This design comes from an exercise in tuning for small area, a short achievable clock period and few clock cycles on the open sky130 flow, not from production work. Where RTL was checked, it was by simulation tests only, not by an equivalence proof against the original. Power and IR drop assume default switching activity.

// MIPS
module MIPS(
    input clk,
    input reset,
    input [31:0] memOutput,
    output [31:0] memDir,
    output [31:0] memDato,
    output mem_wd,
    output mem_rd
    );
Size in the first run: about 100 I/O pins.
clock: 7.5 ns
lec_check: 0
cap_margin: 20
cell_pad_in_sites_detail_placement: 1
cell_pad_in_sites_global_placement: 2
core_margin: 2
core_utilization: 32
place_density: 0.55
setup_slack_margin: 4.0
slew_margin: 20
run.sh (not shown) runs the stock make flow with config.mk's settings and CLKGATE_MAP_FILE= SYNTH_SCRIPT=/design/flow/synth_recipe.tcl, a recipe that flattens the netlist after the stock synthesis.
The baseline finished with timing, DRC and antenna clean.
==> next run, changes <==
--- a/flow/config.mk
+++ b/flow/config.mk
@@ -12,4 +12,4 @@
 export CORE_UTILIZATION = 32
 export PLACE_DENSITY = 0.55
-export SETUP_SLACK_MARGIN = 4.0
+export SETUP_SLACK_MARGIN = 4.6
 export SLEW_MARGIN = 20
Result: The changed run finished clean; clock skew falls by 0.0039 ns; setup slack gets better by 0.17 ns; hold slack degrades by 0.0039 ns; routed wire length increases by 1.3%; final area rises by 2.9%; non-clock buffer count increases by 110; power goes up by 3.9%; combinational power came out higher by about 10%; synthesized cell count does not change.
No functional check of the RTL was part of any run of this note.

========
Setup of sierra:
The RTL this note starts from:
==> flow/design.v <==
`timescale 1ns / 1ps
module MIPS(
    input clk,
    input reset,
    input [31:0] memOutput,
    output [31:0] memDir,
    output [31:0] memDato,
    output mem_wd,
    output mem_rd
    );
  reg [31:0] fa;           
  reg [29:0] fpc;          
  reg        mcyc;         
  reg        mlw;          
  reg [4:0]  mrt;          
  reg        wd_r;         
  reg [31:0] md;           
  reg [31:0] ir;
  reg        vD;
  reg        vE;
  reg [31:0] A, B, SD;
  reg [29:0] tgtE;         
  reg [4:0]  rsE, rtE, rdE;
  reg        eR, eLw, eSw, eBeq, eBne, eJ, ePred, eSub, eBrt;
  reg [1:0]  eOp;          
  reg [31:0] rf [0:31];
  reg [31:0] valid;
  assign memDir  = fa;
  assign memDato = md;
  assign mem_wd  = wd_r;
  assign mem_rd  = ~wd_r;
  wire [31:0] sum = A + B + {31'd0, eSub};
  reg  [31:0] alu;
  always @* begin
    case (eOp)
      2'd1: alu = A & B;
      2'd2: alu = A | B;
      2'd3: alu = ~(A | B);
      default: alu = sum;
    endcase
  end
  wire eAct   = vE & ~mcyc;
  wire eq     = (A == B);
  wire eTaken = eJ | (eBeq & eq) | (eBne & ~eq);
  wire eRedir = eAct & (eBeq | eBne | eJ) & (eTaken ^ ePred);
  wire eWr    = eAct & eR;
  wire eMem   = eAct & (eLw | eSw);
  wire [5:0] op    = ir[31:26];
  wire [4:0] rs    = ir[25:21];
  wire [4:0] rt    = ir[20:16];
  wire [4:0] rd    = ir[15:11];
  wire [5:0] funct = ir[5:0];
  wire dR   = (op == 6'h00);
  wire dLw  = (op == 6'h23);
  wire dSw  = (op == 6'h2B);
  wire dBeq = (op == 6'h04);
  wire dBne = (op == 6'h05);
  wire dJ   = (op == 6'h02);
  wire dSub = dR & (funct == 6'h22);
  wire dImm = dLw | dSw;
  reg [1:0] dOp;
  always @* begin
    dOp = 2'd0;
    if (dR)
      case (funct)
        6'h24: dOp = 2'd1;
        6'h25: dOp = 2'd2;
        6'h27: dOp = 2'd3;
        default: dOp = 2'd0;
      endcase
  end
  function [31:0] rinit(input [4:0] i);
    rinit = (i < 5'd14) ? {27'd0, i} : ((i == 5'd14) ? 32'h00400000 : 32'd0);
  endfunction
  reg [31:0] rfA, rfB;
  integer k;
  always @* begin
    rfA = valid[rs] ? 32'd0 : rinit(rs);
    rfB = valid[rt] ? 32'd0 : rinit(rt);
    for (k = 0; k < 32; k = k + 1) begin
      rfA = rfA | ({32{(rs == k) & valid[k]}} & rf[k]);
      rfB = rfB | ({32{(rt == k) & valid[k]}} & rf[k]);
    end
  end
  wire [31:0] srcA = (eWr && rdE == rs) ? alu : rfA;
  wire [31:0] srcB = (eWr && rdE == rt) ? alu : rfB;
  wire [31:0] immx = {{16{ir[15]}}, ir[15:0]};
  wire [31:0] nB   = dImm ? immx : (dSub ? ~srcB : srcB);
  wire dAct   = vD & ~mcyc & ~eRedir;
  wire dBr    = dBeq | dBne;
  wire [29:0] dTgt  = dJ ? {fpc[29:26], ir[25:0]} : fpc + {{14{ir[15]}}, ir[15:0]};
  wire dPred  = (dJ | (dBr & ir[15])) & ~(vE & eSw);
  wire dRedir = dAct & dPred;
  wire [9:0] fidx = fpc[9:0];
  wire [9:0] sidx = fa[11:2];
  wire sHit = (sidx == fidx - 10'd1) | (sidx == fidx - 10'd2);
  wire [29:0] fpcBack = fpc - 30'd2;
  wire        rfWe = (mcyc & mlw) | eWr;
  wire [4:0]  rfWa = mcyc ? mrt : rdE;
  wire [31:0] rfWd = mcyc ? memOutput : alu;
  always @(posedge clk) begin
    if (rfWe) rf[rfWa] <= rfWd;
  end
  always @(posedge clk or posedge reset) begin
    if (reset) valid <= 32'd0;
    else if (rfWe) valid[rfWa] <= 1'b1;
  end
  reg [29:0] fpcN;
  always @* begin
    if (eRedir)      fpcN = tgtE;
    else if (dRedir) fpcN = dTgt;
    else             fpcN = fpc + 30'd1;
  end
  always @(posedge clk or posedge reset) begin
    if (reset) begin
      fa   <= 32'h00400000;
      fpc  <= 30'h00100000;
      mcyc <= 1'b0;
      wd_r <= 1'b0;
      vD   <= 1'b0;
      vE   <= 1'b0;
    end else if (mcyc) begin
      mcyc <= 1'b0;
      wd_r <= 1'b0;
      if (~mlw & sHit) begin
        vD  <= 1'b0;
        vE  <= 1'b0;
        fpc <= fpcBack;
        fa  <= {fpcBack, 2'b00};
      end else
        fa <= {fpc, 2'b00};
    end else begin
      mcyc <= eMem;
      wd_r <= eMem & eSw;
      vE   <= dAct;
      vD   <= ~(eRedir | dRedir);
      fpc  <= fpcN;
      fa   <= eMem ? alu : {fpcN, 2'b00};
    end
  end
  always @(posedge clk) begin
    if (mcyc) begin
      if (mlw) begin
        if (rsE == mrt) A <= memOutput;
        if (eBrt && rtE == mrt) B <= eSub ? ~memOutput : memOutput;
        if (rtE == mrt) SD <= memOutput;
      end
    end else begin
      if (eMem) begin
        mlw <= eLw;
        mrt <= rtE;
        md  <= SD;
      end
      ir    <= memOutput;
      A     <= srcA;
      B     <= nB;
      SD    <= srcB;
      tgtE  <= dPred ? fpc : dTgt;
      rsE   <= rs;
      rtE   <= rt;
      rdE   <= rd;
      eR    <= dR;
      eLw   <= dLw;
      eSw   <= dSw;
      eBeq  <= dBeq;
      eBne  <= dBne;
      eJ    <= dJ;
      ePred <= dPred;
      eSub  <= dSub;
      eBrt  <= ~dImm;
      eOp   <= dOp;
    end
  end
endmodule
==> flow/config.mk <==
export PLATFORM = sky130hd
export DESIGN_NAME = MIPS
export DESIGN_NICKNAME = MIPS
export VERILOG_FILES = /design/flow/design.v
export SDC_FILE = /design/flow/constraint.sdc
export NUM_CORES = 4
export LEC_CHECK = 0
export ABC_CLOCK_PERIOD_IN_PS = 3000
export CAP_MARGIN = 20
export CELL_PAD_IN_SITES_DETAIL_PLACEMENT = 1
export CELL_PAD_IN_SITES_GLOBAL_PLACEMENT = 2
export CORE_MARGIN = 2
export CORE_UTILIZATION = 32
export PLACE_DENSITY = 0.55
export SETUP_SLACK_MARGIN = 4.0
export SLEW_MARGIN = 20
==> flow/constraint.sdc <==
create_clock -name core_clock -period 7.5 [get_ports {clk}]
set_input_delay 1.5000 -clock core_clock [delete_from_list [all_inputs] [get_ports {clk}]]
set_output_delay 1.5000 -clock core_clock [all_outputs]
set_load 0.01 [all_outputs]
sierra finished end to end and its layout was clean on timing, DRC and antenna.
Input-level comparison between yarrow and sierra:
Settings: clearing SETUP_SLACK_MARGIN, which used to be 4.0; clearing ABC_CLOCK_PERIOD_IN_PS, which used to be 3000.
==> run summary <==
In the final reports, the cell area of yarrow is smaller than that of sierra.
On yarrow: filler cell count in the final layout is 392 higher than what sierra gave.
The last element of the critical path comes out B[26] in one run and rf[13][30] in the other, namely in yarrow and sierra respectively.
met1 capacity usage during global routing for yarrow is lower than for sierra.
Function was not checked in any run of this note: the RTL went through the layout flow alone.

========
## job 6962
Another version of the RTL of MIPS (not shown whole).
Size in the first run: roughly 1400 flip-flops, ~62000 µm² of cells after synthesis.
Settings: LEC_CHECK=0, CAP_MARGIN=20, CELL_PAD_IN_SITES_DETAIL_PLACEMENT=1, CELL_PAD_IN_SITES_GLOBAL_PLACEMENT=2, CORE_MARGIN=2, CORE_UTILIZATION=45, CTS_BUF_LIST=sky130_fd_sc_hd__clkbuf_16, CTS_CLUSTER_DIAMETER=50, CTS_CLUSTER_SIZE=30, PLACE_DENSITY=0.65, SETUP_SLACK_MARGIN=4.2, SLEW_MARGIN=20; clock period 7.5 ns.
Testbench counts of job 6962, summed over its fixed seeds: cycles 56,325.
--- input diff job 6962..job 545 ---
Settings: putting ABC_CLOCK_PERIOD_IN_PS at 2500 where nothing was set; clearing CTS_CLUSTER_SIZE, which used to be 30; swapping 0.65 for 0.55 in PLACE_DENSITY; swapping 45 for 32 in CORE_UTILIZATION; clearing CTS_CLUSTER_DIAMETER, which used to be 50; clearing CTS_BUF_LIST, which used to be sky130_fd_sc_hd__clkbuf_16.
### Flow results
- Taking job 6962 as the reference, in job 545 overall power shows an increase of 1.5%; setup slack climbed 0.14 ns.
- Total routed wire length on the met1 layer: job 545 > job 6962

========
## run A
MIPS again, from the RTL that the note above started with.
export LEC_CHECK = 0
export CAP_MARGIN = 20
export CELL_PAD_IN_SITES_DETAIL_PLACEMENT = 0
export CELL_PAD_IN_SITES_GLOBAL_PLACEMENT = 1
export CORE_MARGIN = 2
export CORE_UTILIZATION = 60
export PLACE_DENSITY = 0.75
export SETUP_SLACK_MARGIN = 4.2
export SLEW_MARGIN = 20
create_clock -name core_clock -period 7.5 [get_ports {clk}]
Testbench counts of run A, summed over its fixed seeds: cycles 56,325.
Modified inputs, run B compared to run A
# run A
export LEC_CHECK = 0
export CAP_MARGIN = 20
export CELL_PAD_IN_SITES_DETAIL_PLACEMENT = 0
export CELL_PAD_IN_SITES_GLOBAL_PLACEMENT = 1
export CORE_MARGIN = 2
export CORE_UTILIZATION = 60
export PLACE_DENSITY = 0.75
export SETUP_SLACK_MARGIN = 4.2
export SLEW_MARGIN = 20
create_clock -name core_clock -period 7.5 [get_ports {clk}]
# run B
export LEC_CHECK = 0
export CAP_MARGIN = 20
export CELL_PAD_IN_SITES_DETAIL_PLACEMENT = 1
export CELL_PAD_IN_SITES_GLOBAL_PLACEMENT = 2
export CORE_MARGIN = 2
export CORE_UTILIZATION = 45
export CTS_BUF_LIST = sky130_fd_sc_hd__clkbuf_16
export CTS_CLUSTER_DIAMETER = 70
export CTS_CLUSTER_SIZE = 24
export PLACE_DENSITY = 0.65
export SETUP_SLACK_MARGIN = 4.6
export SLEW_MARGIN = 20
create_clock -name core_clock -period 7.5 [get_ports {clk}]
--- outcome ---
Between run A and run B, relative contribution of combinational cells to total power is higher for run B, run A comes in under that. Run B: global-route usage over all layers is 3.7 points lower than what run A reported. Taking run A as the reference, in run B pin count of the biggest net entering global routing decreased 54; final-layout fill cell count increased 5855.
### run B -> run C
# run B
export LEC_CHECK = 0
export CAP_MARGIN = 20
export CELL_PAD_IN_SITES_DETAIL_PLACEMENT = 1
export CELL_PAD_IN_SITES_GLOBAL_PLACEMENT = 2
export CORE_MARGIN = 2
export CORE_UTILIZATION = 45
export CTS_BUF_LIST = sky130_fd_sc_hd__clkbuf_16
export CTS_CLUSTER_DIAMETER = 70
export CTS_CLUSTER_SIZE = 24
export PLACE_DENSITY = 0.65
export SETUP_SLACK_MARGIN = 4.6
export SLEW_MARGIN = 20
create_clock -name core_clock -period 7.5 [get_ports {clk}]
# run C
export LEC_CHECK = 0
export CAP_MARGIN = 20
export CELL_PAD_IN_SITES_DETAIL_PLACEMENT = 0
export CELL_PAD_IN_SITES_GLOBAL_PLACEMENT = 1
export CORE_MARGIN = 2
export CORE_UTILIZATION = 60
export PLACE_DENSITY = 0.75
export SETUP_SLACK_MARGIN = 3.9
export SLEW_MARGIN = 20
create_clock -name core_clock -period 7.5 [get_ports {clk}]
[summary]
Diff run B -> run C: hold slack decreased by 4.6 ps relative to the old numbers, utilization increased by 12 points relative to the old numbers.
Between run B and run C, clock group share of total power increased.
Run B -> run C: total design power decreased by more than 10%
Delta(non-clock buffer count in the final layout, run C - run B) < 0
Compared with run B, run C shows smallest setup slack after layout lower by 270 ps.
[inputs] run D vs run C
# run C
export LEC_CHECK = 0
export CAP_MARGIN = 20
export CELL_PAD_IN_SITES_DETAIL_PLACEMENT = 0
export CELL_PAD_IN_SITES_GLOBAL_PLACEMENT = 1
export CORE_MARGIN = 2
export CORE_UTILIZATION = 60
export PLACE_DENSITY = 0.75
export SETUP_SLACK_MARGIN = 3.9
export SLEW_MARGIN = 20
create_clock -name core_clock -period 7.5 [get_ports {clk}]
# run D
export LEC_CHECK = 0
export CAP_MARGIN = 20
export CELL_PAD_IN_SITES_DETAIL_PLACEMENT = 1
export CELL_PAD_IN_SITES_GLOBAL_PLACEMENT = 2
export CORE_MARGIN = 2
export CORE_UTILIZATION = 45
export CTS_BUF_LIST = sky130_fd_sc_hd__clkbuf_16
export CTS_CLUSTER_DIAMETER = 70
export CTS_CLUSTER_SIZE = 24
export PLACE_DENSITY = 0.65
export SETUP_SLACK_MARGIN = 4.2
export SLEW_MARGIN = 20
create_clock -name core_clock -period 7.5 [get_ports {clk}]
| routed wirelength normalized by instance count | run D vs run C | 7.8% higher |. The run showing the smaller cell area after placement is run C. Run D vs run C on hold slack: run D is the lower one. Across run D and run C, none had a timing, DRC or antenna violation. The count of multi-input combinational gates in run D was higher than what run C gave. First element of the critical path: selB[2] -> run C, memOutput[25] -> run D.

========
## run 1
Another version of the RTL of MIPS (not shown whole).
Size in the first run: ~4500 cells after synthesis, about 1400 flip-flops, about 100 I/O pins.
Settings: LEC_CHECK=0, CAP_MARGIN=20, CELL_PAD_IN_SITES_DETAIL_PLACEMENT=1, CELL_PAD_IN_SITES_GLOBAL_PLACEMENT=2, CORE_MARGIN=2, CORE_UTILIZATION=45, CTS_BUF_LIST=sky130_fd_sc_hd__clkbuf_16, CTS_CLUSTER_DIAMETER=80, CTS_CLUSTER_SIZE=28, PLACE_DENSITY=0.65, SETUP_SLACK_MARGIN=4.2, SLEW_MARGIN=20; clock period 7.5 ns.
Ran to the end and failed final checks on max-capacitance violations, max-slew violations: run 1.
Edits applied to the flow inputs when going from run 1 to run 2:
- changing PLACE_DENSITY from 0.65 to 0.55
- removing CTS_CLUSTER_SIZE (formerly 28)
- changing CORE_UTILIZATION from 45 to 32
- removing CTS_CLUSTER_DIAMETER (formerly 80)
- removing CTS_BUF_LIST (formerly sky130_fd_sc_hd__clkbuf_16)
### Flow results
- Of run 1 and run 2, run 2 shows the higher internal cell power, with run 1 below it.
- Run 2 did not stop at any stage, and its layout met the timing, design-rule and antenna checks.
- Higher max-cap violation count goes to run 1 over run 2.
- Comparing the two runs side by side, run 2 comes out ahead of run 1 on slack of the critical path.
Input-level comparison between run 3 and run 2:
- swapping 2 for 1 in CELL_PAD_IN_SITES_GLOBAL_PLACEMENT
- swapping 1 for 0 in CELL_PAD_IN_SITES_DETAIL_PLACEMENT
- swapping 0.55 for 0.75 in PLACE_DENSITY
- swapping 32 for 60 in CORE_UTILIZATION
### Flow results
- Run 3 | status: complete | timing, DRC, antenna: pass
- Run 3 reports a higher highest ir drop seen on vdd than run 2 does.
- Run 3 and run 2 ended up with nearly the same maximum buffer depth of the clock tree.
- Run 3 ended up with fewer standard cells than run 2.
- ~same final-layout worst hold slack in run 3 and run 2
- Worst endpoint required time delta for run 3 relative to run 2: 0.10 ns lower
- Going from run 2 to run 3, switching power of the nets fell by 11%; via count climbed 752.
Function was not checked in any run of this note: the RTL went through the layout flow alone.

==> static timing again, ports no longer ideal <==
No port has a modelled driver above. Below, the same layouts with a new extraction and two added sets of constraints. Step 1 sets driving cells, clkbuf_16 on the clock port and buf_2 on the other inputs (assumed; they add their load-dependent delay and slew). Step 2 times the ports against the registers' clock, not the clock port: input delays grow and output delays shrink by t, the midpoint of the rising clock arrivals with the driver on. Slacks: ideal / step 1 / step 2; pairs: ideal / step 1.
| run | t (ns) | setup slack, ns | hold WS [ns] |
|---|---|---|---|
| the first run of note 1 | 0.926 | 3.545 / 3.545 / 3.140 | 0.341 / 0.341 / 0.341 |
| the second run of note 1 | 0.919 | 3.717 / 3.717 / 3.450 | 0.337 / 0.337 / 0.337 |
| sierra | 0.915 | 3.635 / 3.635 / 3.540 | 0.414 / 0.414 / 0.414 |
| yarrow | 0.932 | 2.272 / 2.272 / 2.272 | 0.418 / 0.418 / 0.418 |
| job 6962 | 0.879 | 3.912 / 3.912 / 3.338 | 0.335 / 0.335 / 0.335 |
| job 545 | 0.915 | 4.048 / 4.048 / 3.324 | 0.338 / 0.338 / 0.338 |
| run A | 0.868 | 4.007 / 4.058 / 3.193 | 0.334 / 0.334 / 0.334 |
| run B | 0.850 | 3.985 / 3.985 / 3.384 | 0.340 / 0.340 / 0.340 |
| run C | 0.841 | 3.711 / 3.711 / 3.101 | 0.336 / 0.336 / 0.336 |
| run D | 0.852 | 3.920 / 3.969 / 3.118 | 0.331 / 0.331 / 0.331 |
| run 1 | 0.825 | 3.842 / 3.897 / 3.073 | 0.340 / 0.340 / 0.340 |
| run 2 | 0.922 | 3.950 / 3.950 / 3.175 | 0.340 / 0.340 / 0.340 |
| run 3 | 0.843 | 3.935 / 3.935 / 3.266 | 0.338 / 0.338 / 0.338 |
The setup slack of run A, which loses most, moves by +0.051 ns with the drivers and by -0.814 ns with both steps.
